From an optimization exercise on the open Yosys and OpenROAD flow, aimed at small area; shortcuts taken in it are not production practice. Function was checked by simulation only, so behaviour that the tests miss may differ from the original. Power is estimated from default activity; no workload was simulated.

// top
module top (
  input  logic clk,   
  input  logic reset_n_in,
  input  logic midi_in,
  output logic note_cv_p,
  output logic note_cv_n
);
clock: 20.0 ns
lec_check: 0
cap_margin: 20
core_margin: 2
core_utilization: 40
cts_buf_list: sky130_fd_sc_hd__clkbuf_8
cts_cluster_diameter: 60
cts_cluster_size: 20
slew_margin: 20
standard.sh (not shown) runs the stock make flow with config.mk's settings and CLKGATE_MAP_FILE= SYNTH_SCRIPT=/design/flow/synth_recipe.tcl, a recipe that flattens the netlist after the stock synthesis.
==> flow/flow/run.sh <==
#!/bin/bash
set -euo pipefail
export CTS_ARGS="-sink_clustering_enable -repair_clock_nets -dont_use_dummy_load -buf_list sky130_fd_sc_hd__clkbuf_8 -root_buf sky130_fd_sc_hd__clkbuf_4 -tree_buf sky130_fd_sc_hd__clkbuf_4 -sink_clustering_buffer sky130_fd_sc_hd__clkbuf_8 -sink_clustering_size 18 -sink_clustering_max_diameter 60"
bash standard.sh > standard.log 2>&1
The baseline passed the timing, design-rule and antenna checks.
Then changed:
==> flow/flow/run.sh (replaced) <==
#!/bin/bash
# The standard layout (standard.sh, synth_recipe.tcl, ORFS) with three changes:
#  * synthesis maps the logic with an area-oriented ABC script
#    (flow/abc_area_map.script: strash; dch -f; amap) in place of ORFS's
#    speed script; everything else in the synthesis, and so every register,
#    is as in the standard synthesis;
#  * clock tree synthesis without dummy loads, with clkbuf_8 leaf clusters of
#    at most 18 sinks and clkbuf_4 root and tree buffers;
#  * ports are buffered with buf_1.
# The whole make output goes to standard.log; ORFS keeps each step's log
# under orfs/logs.
set -euo pipefail
here=$(pwd)
rm -rf "$here/scripts_area"
cp -r "$FLOW_HOME/scripts" "$here/scripts_area"
cp "$here/flow/abc_area_map.script" "$here/scripts_area/abc_speed.script"
export SCRIPTS_DIR="$here/scripts_area"
export CTS_ARGS="-sink_clustering_enable -repair_clock_nets -dont_use_dummy_load -buf_list sky130_fd_sc_hd__clkbuf_8 -root_buf sky130_fd_sc_hd__clkbuf_4 -tree_buf sky130_fd_sc_hd__clkbuf_4 -sink_clustering_buffer sky130_fd_sc_hd__clkbuf_8 -sink_clustering_size 18 -sink_clustering_max_diameter 60"
export BUFFER_PORTS_ARGS="-buffer_cell sky130_fd_sc_hd__buf_1"
bash standard.sh > standard.log 2>&1
==> flow/flow/abc_area_map.script (new file) <==
strash
dch -f
amap
CORE_UTILIZATION = 65   (was 40)
CTS_BUF_LIST = unset   (was sky130_fd_sc_hd__clkbuf_8)
CTS_CLUSTER_DIAMETER = unset   (was 60)
CTS_CLUSTER_SIZE = unset   (was 20)
GPL_TIMING_DRIVEN = 0   (was unset)
Effect: Final area fell by 5.1%. First-iteration DRC count increases by 12%. Area after synthesis falls by 3.6%. Non-clock buffer count decreases by 1. Routed wire length shrinks by 7.1%. Core utilization went up by 27 points. Critical path depth goes up by 5. Global-route usage goes up by 7.1 points.
Then changed:
==> flow/flow/run.sh (replaced) <==
#!/bin/bash
set -euo pipefail
export CTS_ARGS="-sink_clustering_enable -repair_clock_nets -dont_use_dummy_load -buf_list sky130_fd_sc_hd__clkbuf_8 -sink_clustering_size 16 -sink_clustering_max_diameter 60"
bash standard.sh > standard.log 2>&1
CORE_UTILIZATION = 40   (was 65)
CTS_BUF_LIST = sky130_fd_sc_hd__clkbuf_8   (was unset)
CTS_CLUSTER_DIAMETER = 60   (was unset)
CTS_CLUSTER_SIZE = 20   (was unset)
GPL_TIMING_DRIVEN = unset   (was 0)
removed: flow/flow/abc_area_map.script
What happened:
- The changed run went through all stages and came out clean
- die area rose by 66%
- register-to-register slack improved by 1.3 ns
- sequential power barely changes
- setup slack degrades by 0.24 ns
- wire length came out higher by 6.8%
- clock power came out higher by about 8%
- non-clock buffer count climbs by 1
- final cell count goes up by 14%
- via count is lower by 0.61%
Then changed:
==> flow/flow/run.sh (replaced) <==
#!/bin/bash
# The standard layout (standard.sh, synth_recipe.tcl, ORFS) with three changes:
#  * synthesis maps the logic with an area-oriented ABC script
#    (flow/abc_area_map.script: strash; dch -f; amap) in place of ORFS's
#    speed script; everything else in the synthesis, and so every register,
#    is as in the standard synthesis;
#  * clock tree synthesis without dummy loads, with clkbuf_8 leaf clusters of
#    at most 18 sinks and clkbuf_4 root and tree buffers;
#  * ports are buffered with buf_1.
# The whole make output goes to standard.log; ORFS keeps each step's log
# under orfs/logs.
set -euo pipefail
here=$(pwd)
rm -rf "$here/scripts_area"
cp -r "$FLOW_HOME/scripts" "$here/scripts_area"
cp "$here/flow/abc_area_map.script" "$here/scripts_area/abc_speed.script"
export SCRIPTS_DIR="$here/scripts_area"
export CTS_ARGS="-sink_clustering_enable -repair_clock_nets -dont_use_dummy_load -buf_list sky130_fd_sc_hd__clkbuf_16 -root_buf sky130_fd_sc_hd__clkbuf_4 -tree_buf sky130_fd_sc_hd__clkbuf_4 -sink_clustering_buffer sky130_fd_sc_hd__clkbuf_16 -sink_clustering_size 36 -sink_clustering_max_diameter 60"
export BUFFER_PORTS_ARGS="-buffer_cell sky130_fd_sc_hd__buf_1"
bash standard.sh > standard.log 2>&1
==> flow/flow/abc_area_map.script (new file) <==
strash
dch -f
amap
CTS_BUF_LIST = unset   (was sky130_fd_sc_hd__clkbuf_8)
CTS_CLUSTER_DIAMETER = unset   (was 60)
CTS_CLUSTER_SIZE = unset   (was 20)
Routed wire length fell by 4.3%.
Hold slack gets worse by 0.0090 ns.
Non-clock buffer count rises by 1.
Register-to-register slack is worse by 1.2 ns.
Setup slack gets better by 0.31 ns.
Clock power is higher by about 7%.
Power goes up by 2.0%.
Cell area drops by 3.1%.
Die area drops by 3.5%.
Via count went up by 1.1%.
Final cell count drops by 2.0%.


top, a different RTL version from the one above (not shown whole).
For scale: roughly 670 cells after synthesis, ~260 flip-flops, about 5 I/O pins, ~0.0080 mm² of cells after synthesis.
## top
module top (
  input  logic clk,   
  input  logic reset_n_in,
  input  logic midi_in,
  output logic note_cv_p,
  output logic note_cv_n
);
export LEC_CHECK = 0
export CAP_MARGIN = 20
export CORE_MARGIN = 2
export CORE_UTILIZATION = 40
export CTS_BUF_LIST = sky130_fd_sc_hd__clkbuf_8
export CTS_CLUSTER_DIAMETER = 60
export CTS_CLUSTER_SIZE = 20
export SLEW_MARGIN = 20
create_clock -name core_clock -period 20.0 [get_ports {clk}]
==> flow/flow/run.sh <==
#!/bin/bash
set -euo pipefail
export CTS_ARGS="-sink_clustering_enable -repair_clock_nets -dont_use_dummy_load -buf_list sky130_fd_sc_hd__clkbuf_16 -sink_clustering_size 40 -sink_clustering_max_diameter 60"
bash standard.sh > standard.log 2>&1
The first run passed the timing, design-rule and antenna checks.
Next try:
==> flow/flow/run.sh (replaced) <==
#!/bin/bash
set -euo pipefail
export CTS_ARGS="-sink_clustering_enable -repair_clock_nets -dont_use_dummy_load -buf_list sky130_fd_sc_hd__clkbuf_8 -sink_clustering_size 20 -sink_clustering_max_diameter 80"
bash standard.sh > standard.log 2>&1
The new run finished with timing, DRC and antenna clean.
Routed wire length stays flat.
Sequential share of layout area climbs by 1.0 points.
Core utilization drops by 0.72 points.
Register-to-register slack stays flat.
Fmax drops slightly.
Next try:
==> flow/flow/run.sh (replaced) <==
#!/bin/bash
set -euo pipefail
export CTS_ARGS="-sink_clustering_enable -repair_clock_nets -dont_use_dummy_load -buf_list sky130_fd_sc_hd__clkbuf_8 -sink_clustering_size 21 -sink_clustering_max_diameter 70"
bash standard.sh > standard.log 2>&1
Result:
- The new run ran to the end with no violations
- utilization does not change
- clock power hardly moves
- synthesized area stays the same
- power stays flat
- routed wire length is lower by 0.55%
- die area stays the same
- critical path depth does not change
- worst hold slack improved by 0.030 ns
- non-clock buffer count does not change
- setup slack improved by 0.044 ns
- first-iteration DRC count is higher by 17%
Next try:
==> flow/flow/run.sh (replaced) <==
#!/bin/bash
set -euo pipefail
export CTS_ARGS="-sink_clustering_enable -repair_clock_nets -dont_use_dummy_load -buf_list {sky130_fd_sc_hd__clkbuf_4 sky130_fd_sc_hd__clkbuf_8} -sink_clustering_size 20 -sink_clustering_max_diameter 60"
bash standard.sh > standard.log 2>&1
Result: Area after synthesis stays the same; non-clock buffer count stays the same; total power went up by about 0.8%.
Next try:
==> flow/flow/run.sh (replaced) <==
#!/bin/bash
set -euo pipefail
export CTS_ARGS="-sink_clustering_enable -repair_clock_nets -dont_use_dummy_load -buf_list sky130_fd_sc_hd__clkbuf_8 -sink_clustering_size 20 -sink_clustering_max_diameter 60"
bash standard.sh > standard.log 2>&1
Result:
- worst setup slack does not change
- cell count is unchanged
- worst hold slack stays the same
- die area stays the same
- final area stays the same
- count of clock-buffer cells in the layout does not change
- wire length does not change
- clock power stays flat
- sequential share of layout area stays the same


== oak ==
top with an RTL version that a note above also has.
Size: about 260 flip-flops, about 5 I/O pins, ~7500 um^2 of cells after synthesis.
==> flow/config.mk <==
export PLATFORM = sky130hd
export DESIGN_NAME = top
export DESIGN_NICKNAME = top
export VERILOG_FILES = /design/flow/design.v
export SDC_FILE = /design/flow/constraint.sdc
export NUM_CORES = 4
export LEC_CHECK = 0
export CAP_MARGIN = 20
export CORE_MARGIN = 2
export CORE_UTILIZATION = 65
export SLEW_MARGIN = 20
==> flow/constraint.sdc <==
create_clock -name core_clock -period 20.0 [get_ports {clk}]
set_input_delay 4.0000 -clock core_clock [delete_from_list [all_inputs] [get_ports {clk}]]
set_output_delay 4.0000 -clock core_clock [all_outputs]
set_load 0.01 [all_outputs]
==> flow/flow/run.sh <==
#!/bin/bash
# The standard layout (standard.sh, synth_recipe.tcl, ORFS) with three changes:
#  * synthesis maps the logic with an area-oriented ABC script
#    (flow/abc_area_map.script: strash; dch -f; amap) in place of ORFS's
#    speed script; everything else in the synthesis, and so every register,
#    is as in the standard synthesis;
#  * clock tree synthesis without dummy loads, with clkbuf_8 leaf clusters of
#    at most 18 sinks and clkbuf_4 root and tree buffers;
#  * ports are buffered with buf_1.
# The whole make output goes to standard.log; ORFS keeps each step's log
# under orfs/logs.
set -euo pipefail
here=$(pwd)
rm -rf "$here/scripts_area"
cp -r "$FLOW_HOME/scripts" "$here/scripts_area"
cp "$here/flow/abc_area_map.script" "$here/scripts_area/abc_speed.script"
export SCRIPTS_DIR="$here/scripts_area"
export CTS_ARGS="-sink_clustering_enable -repair_clock_nets -dont_use_dummy_load -buf_list sky130_fd_sc_hd__clkbuf_8 -root_buf sky130_fd_sc_hd__clkbuf_4 -tree_buf sky130_fd_sc_hd__clkbuf_4 -sink_clustering_buffer sky130_fd_sc_hd__clkbuf_8 -sink_clustering_size 18 -sink_clustering_max_diameter 60"
export BUFFER_PORTS_ARGS="-buffer_cell sky130_fd_sc_hd__buf_1"
bash standard.sh > standard.log 2>&1
==> flow/flow/abc_area_map.script <==
strash
dch -f
amap
> inputs changed (oak -> pine)
-- flow/flow/run.sh --
<<< oak, line 17
export SCRIPTS_DIR="$here/scripts_area"
export CTS_ARGS="-sink_clustering_enable -repair_clock_nets -dont_use_dummy_load -buf_list sky130_fd_sc_hd__clkbuf_8 -root_buf sky130_fd_sc_hd__clkbuf_4 -tree_buf sky130_fd_sc_hd__clkbuf_4 -sink_clustering_buffer sky130_fd_sc_hd__clkbuf_8 -sink_clustering_size 18 -sink_clustering_max_diameter 60"
export BUFFER_PORTS_ARGS="-buffer_cell sky130_fd_sc_hd__buf_1"
>>> pine, line 17
export SCRIPTS_DIR="$here/scripts_area"
export CTS_ARGS="-sink_clustering_enable -repair_clock_nets -dont_use_dummy_load -buf_list sky130_fd_sc_hd__clkbuf_16 -root_buf sky130_fd_sc_hd__clkbuf_4 -tree_buf sky130_fd_sc_hd__clkbuf_4 -sink_clustering_buffer sky130_fd_sc_hd__clkbuf_16 -sink_clustering_size 32 -sink_clustering_max_diameter 60"
export BUFFER_PORTS_ARGS="-buffer_cell sky130_fd_sc_hd__buf_1"
-- flow/config.mk --
<<< oak, line 9
export CORE_MARGIN = 2
export CORE_UTILIZATION = 65
export SLEW_MARGIN = 20
>>> pine, line 9
export CORE_MARGIN = 2
export CORE_UTILIZATION = 40
export SLEW_MARGIN = 20
### Flow results
Between oak and pine, the flow reports number of filler cells placed in the layout increasing by more than 100%. Comparing via-per-instance ratio for oak and pine, the smaller number came from pine. oak consumes less power than pine. Changes observed in pine relative to oak: total number of vias now smaller; count of clock-buffer cells in the layout decreased by 3 relative to the old numbers; minimum period implied by the final worst setup slack decreased by 0.062 ns relative to the old numbers; final worst slack climbed 0.062 ns. Summary of pine over oak: internal power consumption went up about 6.4%; cell total after placement went up 12%.
Edits applied to the flow inputs when going from pine to birch:
-- flow/flow/run.sh --
<<< pine, line 17
export SCRIPTS_DIR="$here/scripts_area"
export CTS_ARGS="-sink_clustering_enable -repair_clock_nets -dont_use_dummy_load -buf_list sky130_fd_sc_hd__clkbuf_16 -root_buf sky130_fd_sc_hd__clkbuf_4 -tree_buf sky130_fd_sc_hd__clkbuf_4 -sink_clustering_buffer sky130_fd_sc_hd__clkbuf_16 -sink_clustering_size 32 -sink_clustering_max_diameter 60"
export BUFFER_PORTS_ARGS="-buffer_cell sky130_fd_sc_hd__buf_1"
>>> birch, line 17
export SCRIPTS_DIR="$here/scripts_area"
export CTS_ARGS="-sink_clustering_enable -repair_clock_nets -dont_use_dummy_load -buf_list sky130_fd_sc_hd__clkbuf_8 -root_buf sky130_fd_sc_hd__clkbuf_4 -tree_buf sky130_fd_sc_hd__clkbuf_4 -sink_clustering_buffer sky130_fd_sc_hd__clkbuf_8 -sink_clustering_size 18 -sink_clustering_max_diameter 60"
export BUFFER_PORTS_ARGS="-buffer_cell sky130_fd_sc_hd__buf_1"
-- flow/config.mk --
<<< pine, line 10
export CORE_UTILIZATION = 40
export SLEW_MARGIN = 20
>>> birch, line 10
export CORE_UTILIZATION = 40
export GPL_TIMING_DRIVEN = 0
export SLEW_MARGIN = 20
--- outcome ---
Of the two values seen for slowest cell on the critical path, sky130_fd_sc_hd__nor2_1 was produced by pine and sky130_fd_sc_hd__nor3_1 by birch. Between birch and pine, signed area change from the synthesized netlist to the final layout is higher for pine, birch comes in under that. Measured against birch, the cell-internal power of pine comes out at 1.06 times the reference value. Fraction of the core area covered by cells at the end of the flow came out lower on birch than on pine. birch contains more vias than pine. Going from pine to birch, routed wire length increased by about 2.8% relative to the old numbers; power after layout decreased by 0.038 mW relative to the old numbers; detail-routed net length per standard cell increased by 0.36 um relative to the old numbers.
### birch -> maple
==> flow/flow/run.sh <==
#!/bin/bash
set -euo pipefail
export CTS_ARGS="-sink_clustering_enable -repair_clock_nets -dont_use_dummy_load -buf_list sky130_fd_sc_hd__clkbuf_8 -root_buf sky130_fd_sc_hd__clkbuf_4 -tree_buf sky130_fd_sc_hd__clkbuf_4 -sink_clustering_buffer sky130_fd_sc_hd__clkbuf_8 -sink_clustering_size 18 -sink_clustering_max_diameter 60"
export BUFFER_PORTS_ARGS="-buffer_cell sky130_fd_sc_hd__buf_1"
bash standard.sh > standard.log 2>&1
-- flow/config.mk --
<<< birch, line 10
export CORE_UTILIZATION = 40
export GPL_TIMING_DRIVEN = 0
export SLEW_MARGIN = 20
>>> maple, line 10
export CORE_UTILIZATION = 40
export CTS_BUF_LIST = sky130_fd_sc_hd__clkbuf_8
export CTS_CLUSTER_DIAMETER = 60
export CTS_CLUSTER_SIZE = 20
export SLEW_MARGIN = 20
removed: flow/flow/abc_area_map.script
### Flow results
maple vs. birch: delay of the slowest critical-path stage saw an increase, placeable core region saw an increase, multi-input gate share of total cell area saw an increase. After detailed routing, birch needs less wire than maple. Summary of maple over birch: number of ordinary and repair buffers in the finished layout rose by 3; via count fell by 21; minimum clock period after layout fell by 0.36 ns. Main combinational cell family by area after synthesis: compound AO/OA/AOI/OAI gates -> birch, simple AND/OR/NAND/NOR gates -> maple.
--- input diff maple..cedar ---
==> flow/flow/run.sh <==
#!/bin/bash
set -euo pipefail
export CTS_ARGS="-sink_clustering_enable -repair_clock_nets -dont_use_dummy_load -buf_list sky130_fd_sc_hd__clkbuf_8 -sink_clustering_size 18 -sink_clustering_max_diameter 60"
bash standard.sh > standard.log 2>&1
Notes after the runs:
- As far as die footprint goes, cedar and maple are indistinguishable; the numbers are identical.
- The share of the clock period used by the worst path in cedar sits 2.3 points above the value recorded for maple.
- cedar vs. maple: net switching power of the design went down by 0.36%.
- DRC marker count from the first detailed-route iteration ends up lower on maple.
- Compared with maple, cedar shows a higher data arrival time of the worst path.
- Going from maple to cedar, clock network power share higher; number of standard cells in the final layout excluding fillers now sits lower; final antenna diode count went down; first-pass GRT wire length lost 370 um.

-- re-timing with driven ports --
The flow's constraints put no driver on any port. The routed layouts listed below were extracted and timed again, unchanged, in two steps. Step 1 assumes that a clkbuf_16 drives the clock port and a buf_2 every other input. Step 2 adds t to the input delays and takes it off the output delays; t is the mean of the earliest and latest rising clock arrival at the registers after step 1. Input paths then give back, and output paths get back, about the clock's delay inside the block. a / b / c = ideal / step 1 / step 2; a / b = the first two.
run | t, ns | setup WS [ns] | clock arrival spread, ns
the first run of note 1 | 0.627 | 14.420 / 14.430 / 13.803 | 0.047 / 0.047
the second run of note 1 | 0.625 | 14.582 / 14.590 / 13.965 | 0.074 / 0.074
the third run of note 1 | 0.532 | 14.340 / 14.354 / 13.822 | 0.044 / 0.043
the fourth run of note 1 | 0.624 | 14.650 / 14.661 / 14.037 | 0.101 / 0.102
the first run of note 2 | 0.510 | 14.659 / 14.617 / 15.128 | 0.057 / 0.057
the second run of note 2 | 0.524 | 14.587 / 14.551 / 15.075 | 0.067 / 0.067
the third run of note 2 | 0.537 | 14.632 / 14.595 / 15.132 | 0.028 / 0.028
the fourth run of note 2 | 0.538 | 14.600 / 14.563 / 15.101 | 0.037 / 0.037
the fifth run of note 2 | 0.538 | 14.600 / 14.563 / 15.101 | 0.037 / 0.037
oak | 0.610 | 14.625 / 14.635 / 14.025 | 0.047 / 0.046
pine | 0.645 | 14.686 / 14.697 / 14.052 | 0.066 / 0.067
birch | 0.644 | 14.423 / 14.432 / 13.788 | 0.068 / 0.068
maple | 0.636 | 14.781 / 14.795 / 14.159 | 0.030 / 0.030
cedar | 0.524 | 14.316 / 14.329 / 13.805 | 0.040 / 0.041
After both steps every run listed still meets setup and hold. The setup slack of birch, which loses most, moves by +0.009 ns with the drivers and by -0.635 ns with both steps.
